From an optimization exercise on the open Yosys and OpenROAD flow, aimed at small area, a short achievable clock period and few clock cycles; shortcuts taken in it are not production practice.
In this exercise RTL edits were held to simulation tests only and were not proved equivalent to the original.
Power figures rest on the tool's default switching activity, not on a simulated workload.

==> job 8876: inputs <==
==> flow/design.v (excerpt) <==
module fairy_core(
	input         clk,
	input         resetn,
	output [31:0] inst_sram_addr,
	input  [31:0] inst_sram_rdata,
	output [ 3:0] data_sram_cen,
	output        data_sram_wr,
	output [31:0] data_sram_addr,
	output [31:0] data_sram_wdata,
	input  [31:0] data_sram_rdata
);
Settings: LEC_CHECK=0, CAP_MARGIN=60, CORE_MARGIN=2, CORE_UTILIZATION=25, CTS_CLUSTER_DIAMETER=100, CTS_CLUSTER_SIZE=22, GPL_ROUTABILITY_DRIVEN=1, PLACE_DENSITY=0.5, SLEW_MARGIN=60; clock period 15.0 ns.
standard.sh (not shown) runs the stock make flow with config.mk's settings and CLKGATE_MAP_FILE= SYNTH_SCRIPT=/design/flow/synth_recipe.tcl, a recipe that flattens the netlist after the stock synthesis.
==> flow/flow/run.sh <==
#!/bin/bash
# Layout: the standard flow (standard synthesis, floorplan, placement,
# CTS, routing) unchanged, except that the buffers ORFS puts on the input and
# output ports (buffer_ports) are sky130_fd_sc_hd__buf_4 cells.
set -euo pipefail
export BUFFER_PORTS_ARGS="-buffer_cell sky130_fd_sc_hd__buf_4"
bash standard.sh > standard.log 2>&1
==> job 6682 (differences from job 8876) <==
--- a/flow/design.v
+++ b/flow/design.v
@@ -136,10 +136,11 @@
 reg        e_we, e_load, e_st, e_md, e_isdiv, e_mthi, e_mtlo;
 reg [4:0]  e_rd;
 reg [2:0]  e_ldt, e_stt;
 reg [1:0]  e_sel, e_lop, e_sop;
 reg        e_sub, e_sgn, e_fwdA, e_fwdB, e_fwdS;
+reg        e_fwdBp, e_fwdBn;    
 reg [31:0] e_A, e_B, e_sd;
 reg [4:0]  e_sa;         
 reg        e_zero;        
 reg        e_fwdSA;
 reg        m_we, m_load, m_wr;
@@ -377,20 +378,22 @@
 	e_lop   <= (i_and | i_andi) ? 2'd0 : (i_or | i_ori) ? 2'd1 :
 	           (i_xor | i_xori) ? 2'd2 : 2'd3;
 	e_sop   <= (i_sll | i_sllv) ? 2'd0 : (i_srl | i_srlv) ? 2'd1 : 2'd2;
 	e_fwdA  <= hE0 & ~(link | shift_imm | i_mfhi | i_mflo | i_lui);
 	e_fwdB  <= hE1 & (r_alu | i_mult | i_divu);
+	e_fwdBp <= hE1 & (r_alu | i_mult | i_divu) & ~d_sub;
+	e_fwdBn <= hE1 & (r_alu | i_mult | i_divu) & d_sub;
 	e_fwdS  <= hE1 & i_store;
 	e_sd    <= v1;
 	e_sa    <= shift_imm ? sa : v0[4:0];
 	e_fwdSA <= hE0 & shift_var;
 	e_A     <= dA;
 	e_B     <= dB;
 	e_zero  <= d_zero;
 end
 wire [31:0] A = e_fwdA ? m_res : e_A;
-wire [31:0] B = e_fwdB ? (m_res ^ {32{e_sub}}) : e_B;
+wire [31:0] B = ({32{e_fwdBp}} & m_res) | ({32{e_fwdBn}} & ~m_res) | ({32{~e_fwdB}} & e_B);
 wire [31:0] bx = B;
 wire [31:0] SD = e_fwdS ? m_res : e_sd;
 wire [32:0] sum = {e_sgn & A[31], A} + {e_sgn ? bx[31] : e_sub, bx} + {32'd0, e_sub};
 reg [31:0] lres;
 always @(*) begin
--- a/flow/config.mk
+++ b/flow/config.mk
@@ -5,11 +5,11 @@
 export SDC_FILE = /design/flow/constraint.sdc
 export NUM_CORES = 4
 export LEC_CHECK = 0
 export CAP_MARGIN = 60
 export CORE_MARGIN = 2
-export CORE_UTILIZATION = 25
+export CORE_UTILIZATION = 30
 export CTS_CLUSTER_DIAMETER = 100
 export CTS_CLUSTER_SIZE = 22
 export GPL_ROUTABILITY_DRIVEN = 1
-export PLACE_DENSITY = 0.5
+export PLACE_DENSITY = 0.55
 export SLEW_MARGIN = 60
==> qor summary <==
| metric | job 6682 | job 8876 |
|---|---|---|
| Status | timing/DRC/antenna clean | timing/DRC/antenna clean |
| Antenna diode count | 29 | 37 |
| Area taken by multi-input logic gates | 0.0441 sq mm | 0.0437 sq mm |
| Slew of the pin with the lowest slew margin | 0.760 ns | 0.720 ns |
| Sinks on Clock Net | 1,696 | 1,694 |
| Non-clock buffer instance count of the final layout | 502 | 514 |
| Netlist cell types | 116 | 98 |
| PwrDens | 130 mW/mm^2 | 131 mW/mm^2 |
| DRT met1 WL | 166,000 microns | 179,000 microns |
| Cells on worst reg2reg path | 17 | 18 |
| Overall die area | 0.314 sq mm | 0.374 sq mm |
| Portion of netlist area occupied by mux cells | 0.0588 | 0.0582 |
| Portion of total power attributed to combinational logic | 0.318 | 0.310 |
| Multi-Input Combinational | 6,005 | 5,953 |
| Leakage power | 37.0 nW | 36.5 nW |
| Num rows | 204 | 223 |
| Register share of total power | 0.448 | 0.455 |
| Post-Route Hold Slack | 0.387 ns | 0.334 ns |
| Non-clock buffering overhead in the final layout | 0.0406 | 0.0402 |
| Sw frac | 0.382 | 0.385 |
| Post-Route Utilization | 0.339 | 0.285 |
| Count of TritonRoute iterations in the first routing pass | 10 | 8 |
| Seq/total area | 0.444 | 0.442 |
| Sw power | 5.20 mW | 5.30 mW |
| Area growth, synth to finish | 12.5% | 13.6% |
Testbench counts of job 8876, summed over its fixed seeds: cycles 38,386.
Testbench counts of job 6682, summed over its fixed seeds: cycles 38,386.


==> run a: inputs <==
Another version of the RTL of fairy_core (not shown whole).
Design fairy_core, start of the top module:
module fairy_core(
	input         clk,
	input         resetn,
	output [31:0] inst_sram_addr,
	input  [31:0] inst_sram_rdata,
	output [ 3:0] data_sram_cen,
	output        data_sram_wr,
	output [31:0] data_sram_addr,
	output [31:0] data_sram_wdata,
	input  [31:0] data_sram_rdata
);
reg [31:2] pc_seq;       
reg [31:2] pc_tgt;       
reg        take;         
wire [31:2] pc = take ? pc_tgt : pc_seq;    
reg [31:0] ir, sk;       
reg        ir_v, sk_v;
reg [31:2] pc_d;         
reg        rep;          
reg        kill;         
assign inst_sram_addr = {pc, 2'b00};
wire a_v = ~rep & ~kill;
reg        e_we, e_load, e_st, e_md, e_isdiv, e_mthi, e_mtlo;
reg [4:0]  e_rd;
reg [2:0]  e_ldt, e_stt;
reg [1:0]  e_sel, e_lop, e_sop;
reg        e_sub, e_sgn, e_fwdA, e_fwdB, e_fwdS;
reg [31:0] e_A, e_B, e_sd;
reg [4:0]  e_sa;         
reg        e_zero;        
reg        e_fwdSA;
reg        m_we, m_load, m_wr;
reg [4:0]  m_rd;
reg [2:0]  m_ldt;
reg [31:0] m_res, m_wdata;
reg [3:0]  m_cen;
reg        w_we, w_load;
reg [4:0]  w_rd;
reg [2:0]  w_ldt;
reg [1:0]  w_rot;
reg [31:0] w_res;
reg        x_we;
reg [4:0]  x_rd;
reg [3:0]  x_be;
reg        x_part;
reg [31:0] x_val;
assign data_sram_addr  = m_res;
assign data_sram_wdata = m_wdata;
assign data_sram_cen   = m_cen;
assign data_sram_wr    = m_wr;
wire [5:0] op = ir[31:26];
wire [4:0] rs = ir[25:21];
wire [4:0] rt = ir[20:16];
wire [4:0] rdf = ir[15:11];
wire [4:0] sa = ir[10:6];
wire [5:0] fn = ir[5:0];
wire [15:0] imm = ir[15:0];
wire sp = (op == 6'h00);
wire i_sll  = sp & (fn == 6'h00);
wire i_srl  = sp & (fn == 6'h02);
wire i_sra  = sp & (fn == 6'h03);
wire i_sllv = sp & (fn == 6'h04);
wire i_srlv = sp & (fn == 6'h06);
wire i_srav = sp & (fn == 6'h07);
wire i_mfhi = sp & (fn == 6'h10);
wire i_mthi = sp & (fn == 6'h11);
wire i_mflo = sp & (fn == 6'h12);
wire i_mtlo = sp & (fn == 6'h13);
wire i_mult = sp & (fn == 6'h18);
wire i_divu = sp & (fn == 6'h1b);
wire i_addu = sp & (fn == 6'h21);
  ...
clock: 15.0 ns
lec_check: 0
cap_margin: 60
core_margin: 2
core_utilization: 25
cts_cluster_diameter: 100
cts_cluster_size: 22
gpl_routability_driven: 1
place_density: 0.5
slew_margin: 60
Scripts as last shown in full above: flow/flow/run.sh
==> run b: changes against run a <==
--- a/flow/design.v
+++ b/flow/design.v
@@ -110,33 +110,29 @@
 	input  [31:0] inst_sram_rdata,
 	output [ 3:0] data_sram_cen,
 	output        data_sram_wr,
 	output [31:0] data_sram_addr,
 	output [31:0] data_sram_wdata,
 	input  [31:0] data_sram_rdata
 );
-reg [31:2] pc_seq;       
-reg [31:2] pc_tgt;       
-reg        take;         
-wire [31:2] pc = take ? pc_tgt : pc_seq;    
+reg [31:2] pc;           
 reg [31:0] ir, sk;       
 reg        ir_v, sk_v;
 reg [31:2] pc_d;         
 reg        rep;          
 reg        kill;         
 assign inst_sram_addr = {pc, 2'b00};
 wire a_v = ~rep & ~kill;
 reg        e_we, e_load, e_st, e_md, e_isdiv, e_mthi, e_mtlo;
 reg [4:0]  e_rd;
 reg [2:0]  e_ldt, e_stt;
 reg [1:0]  e_sel, e_lop, e_sop;
 reg        e_sub, e_sgn, e_fwdA, e_fwdB, e_fwdS;
 reg [31:0] e_A, e_B, e_sd;
 reg [4:0]  e_sa;         
-reg        e_zero;        
 reg        e_fwdSA;
 reg        m_we, m_load, m_wr;
 reg [4:0]  m_rd;
 reg [2:0]  m_ldt;
 reg [31:0] m_res, m_wdata;
 reg [3:0]  m_cen;
 reg        w_we, w_load;
@@ -221,63 +217,69 @@
 	.clk(clk),
 	.sel0(sel0), .rd0(rf0),
 	.sel1(sel1), .rd1(rf1),
 	.we(x_we), .wa(x_rd), .wbe(x_be), .wd(x_wval)
 );
 reg hE0, hM0, hW0, hX0, hE1, hM1, hW1, hX1;
 reg [31:1] sel0, sel1;    
-wire fast0 = (i_beq | i_bne) & (rt == 5'd0) & (e_sel == 2'd0) & ~e_load & ~e_fwdA & ~e_fwdB;
+wire e_add = (e_sel == 2'd0) & ~e_load;
+wire fast0 = (i_beq | i_bne) & ~hE1 & e_add;
+wire fast1 = (i_beq | i_bne) & ~hE0 & e_add;
 wire st0 = uses_rs & ((hE0 & (e_load | (is_br & ~fast0))) | (hM0 & m_load) | (hW0 & w_load) | (hX0 & x_part));
-wire st1 = uses_rt & ((hE1 & (e_load | need_d_rt)) | (hM1 & m_load) | (hW1 & w_load) | (hX1 & x_part));
+wire st1 = uses_rt & ((hE1 & (e_load | (need_d_rt & ~fast1))) | (hM1 & m_load) | (hW1 & w_load) | (hX1 & x_part));
 wire [31:0] v0 = ({32{hM0}} & m_res) | ({32{hW0}} & w_res) | ({32{hX0}} & x_wval) | rf0;
 wire [31:0] v1 = ({32{hM1}} & m_res) | ({32{hW1}} & w_res) | ({32{hX1}} & x_wval) | rf1;
 wire md_busy;
 wire [31:0] hi, lo;
 wire st_hl = ((i_mfhi | i_mflo) & (md_busy | e_md | e_mthi | e_mtlo))
            | ((i_mthi | i_mtlo) & (md_busy | e_md));
 wire stall = ir_v & (st0 | st1 | st_hl);
 wire issue = ir_v & ~stall;
-wire eq   = hE0 ? e_zero : (v0 == v1);
+wire [31:0] fa = e_fwdA ? m_res : e_A;
+wire [31:0] fb = (e_fwdB ? m_res : e_B) ^ {32{e_sub}};
+wire [31:0] fv = hE0 ? v1 : v0;
+wire [31:0] fc = fa ^ fb ^ fv;
+wire [31:0] fo = (fa & fb) | (fa & fc) | (fb & fc);
+wire eq_sum = (fc[0] == e_sub) & (fc[31:1] == fo[30:0]);
+wire eq   = (hE0 | hE1) ? eq_sum : (v0 == v1);
 wire neg  = v0[31];
 wire zero = (v0 == 32'd0);
 wire cond = (i_beq & eq) | (i_bne & ~eq) | (i_blez & (neg | zero))
           | (i_bgtz & ~neg & ~zero) | (i_bltz & neg) | (i_bgez & ~neg)
           | i_j | i_jal;
 wire taken = issue & cond;
 wire [31:2] pc_d4 = pc_d + 30'd1;
 wire [31:2] br_target = (i_j | i_jal) ? {pc_d4[31:28], ir[25:0]}
                                        : pc_d4 + {{14{imm[15]}}, imm};
 reg  ir_j;
 wire a_jump = a_v & (inst_sram_rdata[31:27] == 5'b00001);
 wire [31:2] a_tgt = {pc[31:28], inst_sram_rdata[25:0]};
 wire redirect = taken & ~ir_j & ~(is_br & (imm == 16'd1));
 wire sk_next = stall & (sk_v | a_v);
-wire [31:2] pc_inc = take ? pc_tgt + 30'd1 : pc_seq + 30'd1;
 always @(posedge clk) begin
 	if (!resetn) begin
-		pc_seq <= 30'h2ff00000;    
-		take   <= 1'b0;
-		ir_v   <= 1'b0;
-		sk_v   <= 1'b0;
-		rep    <= 1'b1;
-		kill   <= 1'b0;
+		pc   <= 30'h2ff00000;    
+		ir_v <= 1'b0;
+		sk_v <= 1'b0;
+		rep  <= 1'b1;
+		kill <= 1'b0;
 	end else begin
-		take   <= redirect;
-		pc_seq <= sk_next ? pc : a_jump ? a_tgt : pc_inc;
+		if (redirect)
+			pc <= br_target;
+		else if (!sk_next)
+			pc <= a_jump ? a_tgt : pc + 30'd1;
 		rep  <= sk_next;
 		kill <= redirect;
 		sk_v <= sk_next;
 		if (!stall) begin
 			ir_v <= sk_v | a_v;
 		end
 	end
 end
 always @(posedge clk)
-	pc_tgt <= br_target;
-always @(posedge clk)
 	if (!stall)
 		ir_j <= ~sk_v & a_jump;
 wire [31:0] nx = sk_v ? sk : inst_sram_rdata;    
 wire [4:0] nrs = nx[25:21];
 wire [4:0] nrt = nx[20:16];
 wire iss_we = issue & d_we;
 wire nE0 = iss_we & (dest == nrs), nM0 = e_we & (e_rd == nrs);
@@ -297,24 +299,14 @@
 		sel1 <= ((32'd1 << rt) >> 1) & {31{~(hE1 | hM1 | hW1)}};
 		hE0 <= 1'b0; hM0 <= hE0; hW0 <= hM0; hX0 <= hW0;
 		hE1 <= 1'b0; hM1 <= hE1; hW1 <= hM1; hX1 <= hW1;
 	end
 	if (!sk_v)
 		sk <= inst_sram_rdata;
 end
-wire d_sub = i_subu | i_slt | i_sltu | i_slti | i_sltiu;
-wire [31:0] dA = link ? pc_d8 :
-                 i_mfhi ? hi :
-                 i_mflo ? lo :
-                 i_lui ? 32'd0 : v0;
-wire [31:0] dB = {32{d_sub}} ^ ((i_alu | i_load | i_store) ? immx :
-                 (link | i_mfhi | i_mflo) ? 32'd0 : v1);
-wire [31:0] zc = dA ^ dB;
-wire [31:0] zo = dA & dB | (dA | dB) & zc;
-wire d_zero = (zc[0] == d_sub) & (zc[31:1] == zo[30:0]);
 wire [31:0] pc_d8 = {pc_d + 30'd2, 2'b00};
 wire [31:0] immx = i_lui ? {imm, 16'd0}
                  : (i_andi | i_ori | i_xori) ? {16'd0, imm}
                  : {{16{imm[15]}}, imm};
 always @(posedge clk) begin
 	if (!resetn || !issue) begin
 		e_we   <= 1'b0;
@@ -346,34 +338,37 @@
 	           (op[2:0] == 3'b001) ? 3'd1 :    
 	           (op[2:0] == 3'b010) ? 3'd3 :    
 	           (op[2:0] == 3'b110) ? 3'd4 :    
 	                                 3'd2;     
 	e_sel   <= (i_slt | i_sltu | i_slti | i_sltiu) ? 2'd1 :
 	           (i_and | i_or | i_xor | i_nor | i_andi | i_ori | i_xori) ? 2'd2 :
 	           (shift_imm | shift_var) ? 2'd3 : 2'd0;
-	e_sub   <= d_sub;
+	e_sub   <= i_subu | i_slt | i_sltu | i_slti | i_sltiu;
 	e_sgn   <= i_slt | i_slti;
 	e_lop   <= (i_and | i_andi) ? 2'd0 : (i_or | i_ori) ? 2'd1 :
 	           (i_xor | i_xori) ? 2'd2 : 2'd3;
 	e_sop   <= (i_sll | i_sllv) ? 2'd0 : (i_srl | i_srlv) ? 2'd1 : 2'd2;
 	e_fwdA  <= hE0 & ~(link | shift_imm | i_mfhi | i_mflo | i_lui);
 	e_fwdB  <= hE1 & (r_alu | i_mult | i_divu);
 	e_fwdS  <= hE1 & i_store;
 	e_sd    <= v1;
 	e_sa    <= shift_imm ? sa : v0[4:0];
 	e_fwdSA <= hE0 & shift_var;
-	e_A     <= dA;
-	e_B     <= dB;
-	e_zero  <= d_zero;
+	e_A     <= link ? pc_d8 :
+	           i_mfhi ? hi :
+	           i_mflo ? lo :
+	           i_lui ? 32'd0 : v0;
+	e_B     <= (i_alu | i_load | i_store) ? immx :
+	           (link | i_mfhi | i_mflo) ? 32'd0 : v1;
 end
 wire [31:0] A = e_fwdA ? m_res : e_A;
-wire [31:0] B = e_fwdB ? (m_res ^ {32{e_sub}}) : e_B;
+wire [31:0] B = e_fwdB ? m_res : e_B;
 wire [31:0] bx = B;
 wire [31:0] SD = e_fwdS ? m_res : e_sd;
-wire [32:0] sum = {e_sgn & A[31], A} + {e_sgn ? bx[31] : e_sub, bx} + {32'd0, e_sub};
+wire [32:0] sum = {e_sgn & A[31], A} + ({e_sgn & bx[31], bx} ^ {33{e_sub}}) + {32'd0, e_sub};
 reg [31:0] lres;
 always @(*) begin
 	case (e_lop)
 		2'd0: lres = A & B;
 		2'd1: lres = A | B;
 		2'd2: lres = A ^ B;
 		default: lres = ~(A | B);
==> flow/run.sh (new file) <==
#!/bin/bash
# synth_recipe.tcl (not shown) runs the flow's synth.tcl, then flattens the netlist and writes it again
# the make line also repeats each setting of config.mk as NAME=value (left out here)
make -C /OpenROAD-flow-scripts/flow DESIGN_CONFIG=/design/flow/config.mk WORK_HOME=/design/flow/orfs CLKGATE_MAP_FILE= SYNTH_SCRIPT=/design/flow/synth_recipe.tcl finish
CTS_CLUSTER_DIAMETER = unset   (was 100)
CTS_CLUSTER_SIZE = unset   (was 22)
removed: flow/flow/run.sh
removed: flow/standard.sh
==> run c: changes against run a <==
--- a/flow/design.v
+++ b/flow/design.v
@@ -110,33 +110,29 @@
 	input  [31:0] inst_sram_rdata,
 	output [ 3:0] data_sram_cen,
 	output        data_sram_wr,
 	output [31:0] data_sram_addr,
 	output [31:0] data_sram_wdata,
 	input  [31:0] data_sram_rdata
 );
-reg [31:2] pc_seq;       
-reg [31:2] pc_tgt;       
-reg        take;         
-wire [31:2] pc = take ? pc_tgt : pc_seq;    
+reg [31:2] pc;           
 reg [31:0] ir, sk;       
 reg        ir_v, sk_v;
 reg [31:2] pc_d;         
 reg        rep;          
 reg        kill;         
 assign inst_sram_addr = {pc, 2'b00};
 wire a_v = ~rep & ~kill;
 reg        e_we, e_load, e_st, e_md, e_isdiv, e_mthi, e_mtlo;
 reg [4:0]  e_rd;
 reg [2:0]  e_ldt, e_stt;
 reg [1:0]  e_sel, e_lop, e_sop;
 reg        e_sub, e_sgn, e_fwdA, e_fwdB, e_fwdS;
 reg [31:0] e_A, e_B, e_sd;
 reg [4:0]  e_sa;         
-reg        e_zero;        
 reg        e_fwdSA;
 reg        m_we, m_load, m_wr;
 reg [4:0]  m_rd;
 reg [2:0]  m_ldt;
 reg [31:0] m_res, m_wdata;
 reg [3:0]  m_cen;
 reg        w_we, w_load;
@@ -221,63 +217,67 @@
 	.clk(clk),
 	.sel0(sel0), .rd0(rf0),
 	.sel1(sel1), .rd1(rf1),
 	.we(x_we), .wa(x_rd), .wbe(x_be), .wd(x_wval)
 );
 reg hE0, hM0, hW0, hX0, hE1, hM1, hW1, hX1;
 reg [31:1] sel0, sel1;    
-wire fast0 = (i_beq | i_bne) & (rt == 5'd0) & (e_sel == 2'd0) & ~e_load & ~e_fwdA & ~e_fwdB;
+wire e_add = (e_sel == 2'd0) & ~e_load;
+wire fast0 = (i_beq | i_bne) & (rt == 5'd0) & e_add;
 wire st0 = uses_rs & ((hE0 & (e_load | (is_br & ~fast0))) | (hM0 & m_load) | (hW0 & w_load) | (hX0 & x_part));
 wire st1 = uses_rt & ((hE1 & (e_load | need_d_rt)) | (hM1 & m_load) | (hW1 & w_load) | (hX1 & x_part));
 wire [31:0] v0 = ({32{hM0}} & m_res) | ({32{hW0}} & w_res) | ({32{hX0}} & x_wval) | rf0;
 wire [31:0] v1 = ({32{hM1}} & m_res) | ({32{hW1}} & w_res) | ({32{hX1}} & x_wval) | rf1;
 wire md_busy;
 wire [31:0] hi, lo;
 wire st_hl = ((i_mfhi | i_mflo) & (md_busy | e_md | e_mthi | e_mtlo))
            | ((i_mthi | i_mtlo) & (md_busy | e_md));
 wire stall = ir_v & (st0 | st1 | st_hl);
 wire issue = ir_v & ~stall;
-wire eq   = hE0 ? e_zero : (v0 == v1);
+wire [31:0] fa = e_fwdA ? m_res : e_A;
+wire [31:0] fb = e_fwdB ? (m_res ^ {32{e_sub}}) : e_B;
+wire [31:0] fc = fa ^ fb;
+wire [31:0] fo = fa & fb | (fa | fb) & fc;
+wire eq_sum = (fc[0] == e_sub) & (fc[31:1] == fo[30:0]);
+wire eq   = hE0 ? eq_sum : (v0 == v1);
 wire neg  = v0[31];
 wire zero = (v0 == 32'd0);
 wire cond = (i_beq & eq) | (i_bne & ~eq) | (i_blez & (neg | zero))
           | (i_bgtz & ~neg & ~zero) | (i_bltz & neg) | (i_bgez & ~neg)
           | i_j | i_jal;
 wire taken = issue & cond;
 wire [31:2] pc_d4 = pc_d + 30'd1;
 wire [31:2] br_target = (i_j | i_jal) ? {pc_d4[31:28], ir[25:0]}
                                        : pc_d4 + {{14{imm[15]}}, imm};
 reg  ir_j;
 wire a_jump = a_v & (inst_sram_rdata[31:27] == 5'b00001);
 wire [31:2] a_tgt = {pc[31:28], inst_sram_rdata[25:0]};
 wire redirect = taken & ~ir_j & ~(is_br & (imm == 16'd1));
 wire sk_next = stall & (sk_v | a_v);
-wire [31:2] pc_inc = take ? pc_tgt + 30'd1 : pc_seq + 30'd1;
 always @(posedge clk) begin
 	if (!resetn) begin
-		pc_seq <= 30'h2ff00000;    
-		take   <= 1'b0;
-		ir_v   <= 1'b0;
-		sk_v   <= 1'b0;
-		rep    <= 1'b1;
-		kill   <= 1'b0;
+		pc   <= 30'h2ff00000;    
+		ir_v <= 1'b0;
+		sk_v <= 1'b0;
+		rep  <= 1'b1;
+		kill <= 1'b0;
 	end else begin
-		take   <= redirect;
-		pc_seq <= sk_next ? pc : a_jump ? a_tgt : pc_inc;
+		if (redirect)
+			pc <= br_target;
+		else if (!sk_next)
+			pc <= a_jump ? a_tgt : pc + 30'd1;
 		rep  <= sk_next;
 		kill <= redirect;
 		sk_v <= sk_next;
 		if (!stall) begin
 			ir_v <= sk_v | a_v;
 		end
 	end
 end
 always @(posedge clk)
-	pc_tgt <= br_target;
-always @(posedge clk)
 	if (!stall)
 		ir_j <= ~sk_v & a_jump;
 wire [31:0] nx = sk_v ? sk : inst_sram_rdata;    
 wire [4:0] nrs = nx[25:21];
 wire [4:0] nrt = nx[20:16];
 wire iss_we = issue & d_we;
 wire nE0 = iss_we & (dest == nrs), nM0 = e_we & (e_rd == nrs);
@@ -298,23 +298,14 @@
 		hE0 <= 1'b0; hM0 <= hE0; hW0 <= hM0; hX0 <= hW0;
 		hE1 <= 1'b0; hM1 <= hE1; hW1 <= hM1; hX1 <= hW1;
 	end
 	if (!sk_v)
 		sk <= inst_sram_rdata;
 end
 wire d_sub = i_subu | i_slt | i_sltu | i_slti | i_sltiu;
-wire [31:0] dA = link ? pc_d8 :
-                 i_mfhi ? hi :
-                 i_mflo ? lo :
-                 i_lui ? 32'd0 : v0;
-wire [31:0] dB = {32{d_sub}} ^ ((i_alu | i_load | i_store) ? immx :
-                 (link | i_mfhi | i_mflo) ? 32'd0 : v1);
-wire [31:0] zc = dA ^ dB;
-wire [31:0] zo = dA & dB | (dA | dB) & zc;
-wire d_zero = (zc[0] == d_sub) & (zc[31:1] == zo[30:0]);
 wire [31:0] pc_d8 = {pc_d + 30'd2, 2'b00};
 wire [31:0] immx = i_lui ? {imm, 16'd0}
                  : (i_andi | i_ori | i_xori) ? {16'd0, imm}
                  : {{16{imm[15]}}, imm};
 always @(posedge clk) begin
 	if (!resetn || !issue) begin
 		e_we   <= 1'b0;
@@ -357,17 +348,20 @@
 	e_sop   <= (i_sll | i_sllv) ? 2'd0 : (i_srl | i_srlv) ? 2'd1 : 2'd2;
 	e_fwdA  <= hE0 & ~(link | shift_imm | i_mfhi | i_mflo | i_lui);
 	e_fwdB  <= hE1 & (r_alu | i_mult | i_divu);
 	e_fwdS  <= hE1 & i_store;
 	e_sd    <= v1;
 	e_sa    <= shift_imm ? sa : v0[4:0];
 	e_fwdSA <= hE0 & shift_var;
-	e_A     <= dA;
-	e_B     <= dB;
-	e_zero  <= d_zero;
+	e_A     <= link ? pc_d8 :
+	           i_mfhi ? hi :
+	           i_mflo ? lo :
+	           i_lui ? 32'd0 : v0;
+	e_B     <= {32{d_sub}} ^ ((i_alu | i_load | i_store) ? immx :
+	           (link | i_mfhi | i_mflo) ? 32'd0 : v1);
 end
 wire [31:0] A = e_fwdA ? m_res : e_A;
 wire [31:0] B = e_fwdB ? (m_res ^ {32{e_sub}}) : e_B;
 wire [31:0] bx = B;
 wire [31:0] SD = e_fwdS ? m_res : e_sd;
 wire [32:0] sum = {e_sgn & A[31], A} + {e_sgn ? bx[31] : e_sub, bx} + {32'd0, e_sub};
 reg [31:0] lres;
CTS_CLUSTER_DIAMETER = unset   (was 100)
CTS_CLUSTER_SIZE = unset   (was 22)
==> summary.txt <==
Cells and area
  – Nets: ~9k
  – Fillers: between 30k and 40k

Critical path
  – Crit path buf inv count: 1

Synth
  – Area contributors post-synth: edfxtp_1 (39%), dfxtp_1 (11%), a22oi_1 (8.9%)

Outcome
  – Outcome: timing/DRC/antenna clean

Global routing
  – Met2 GRT Util: 39.0%

Route
  – Detail Route met2 WL: roughly 210000 microns
The numbers above come from run b.

==> summary.txt <==
Outcome
  – Outcome: timing/DRC/antenna clean

Synth
  – Area contributors post-synth: edfxtp_1 (40%), dfxtp_1 (11%), a22oi_1 (7.9%)

Critical path
  – Crit path buf inv count: 2

Route
  – Detail Route met2 WL: a little over 200000 microns

Cells and area
  – Nets: roughly 8.6k

Global routing
  – Met2 GRT Util: slightly below 40%
The numbers above come from run c.

==> summary.txt <==
Critical path
  – CP Class: flop to output port
  – Crit path buf inv count: 3

Cells and area
  – Nets: 8675
  – Clock-cell share: 3.14%
  – Largest Register: rf.r

Pwr
  – Clock group: ~3.2 mW
  – Leakage dissipation: 35.3 nW

Synth
  – Synth area leader: edfxtp_1
  – Top-area cell type share of the netlist area: between 30% and 40%
  – Area contributors post-synth: edfxtp_1 (39%), dfxtp_1 (11%), a22oi_1 (6.4%)

Global routing
  – Met2 GRT Util: just under 40%

Outcome
  – Outcome: timing/DRC/antenna clean
The numbers above come from run a.

Testbench counts of run a, summed over its fixed seeds: cycles 37,966.
Testbench counts of run b, summed over its fixed seeds: cycles 37,960.
Testbench counts of run c, summed over its fixed seeds: cycles 37,966.

[static timing again, ports no longer ideal]
In the flow no input, the clock included, has a driving cell. The finished layouts below were timed again as built, in two steps. Step 1: set_driving_cell puts a clkbuf_16 on clk and a buf_2 on each other input, an assumption about the parent block. Step 2, shift: input delay + t, output delay - t, t = (earliest + latest rising clock arrival at the registers) / 2. This alone moves slack from input paths to output paths. Three values: ideal ports, drivers, drivers and shift; two values: the first two.
run	shift t [ns]	setup slack, ns	worst setup path at the end	worst slew at a driven data input, ns
job 8876	0.893	9.773 / 9.773 / 9.663	input to register	0.07
job 6682	0.902	9.842 / 9.842 / 9.499	input to register	0.14
run a	1.028	9.316 / 9.195 / 9.544	input to register	0.05
run b	1.010	9.054 / 9.054 / 8.735	input to register	0.09
run c	1.007	9.437 / 9.437 / 8.834	input to register	0.12
After both steps setup and hold are still met in every run listed. For run c, which loses most, drivers alone change the setup slack by 0.000 ns; drivers and shift together by -0.603 ns.
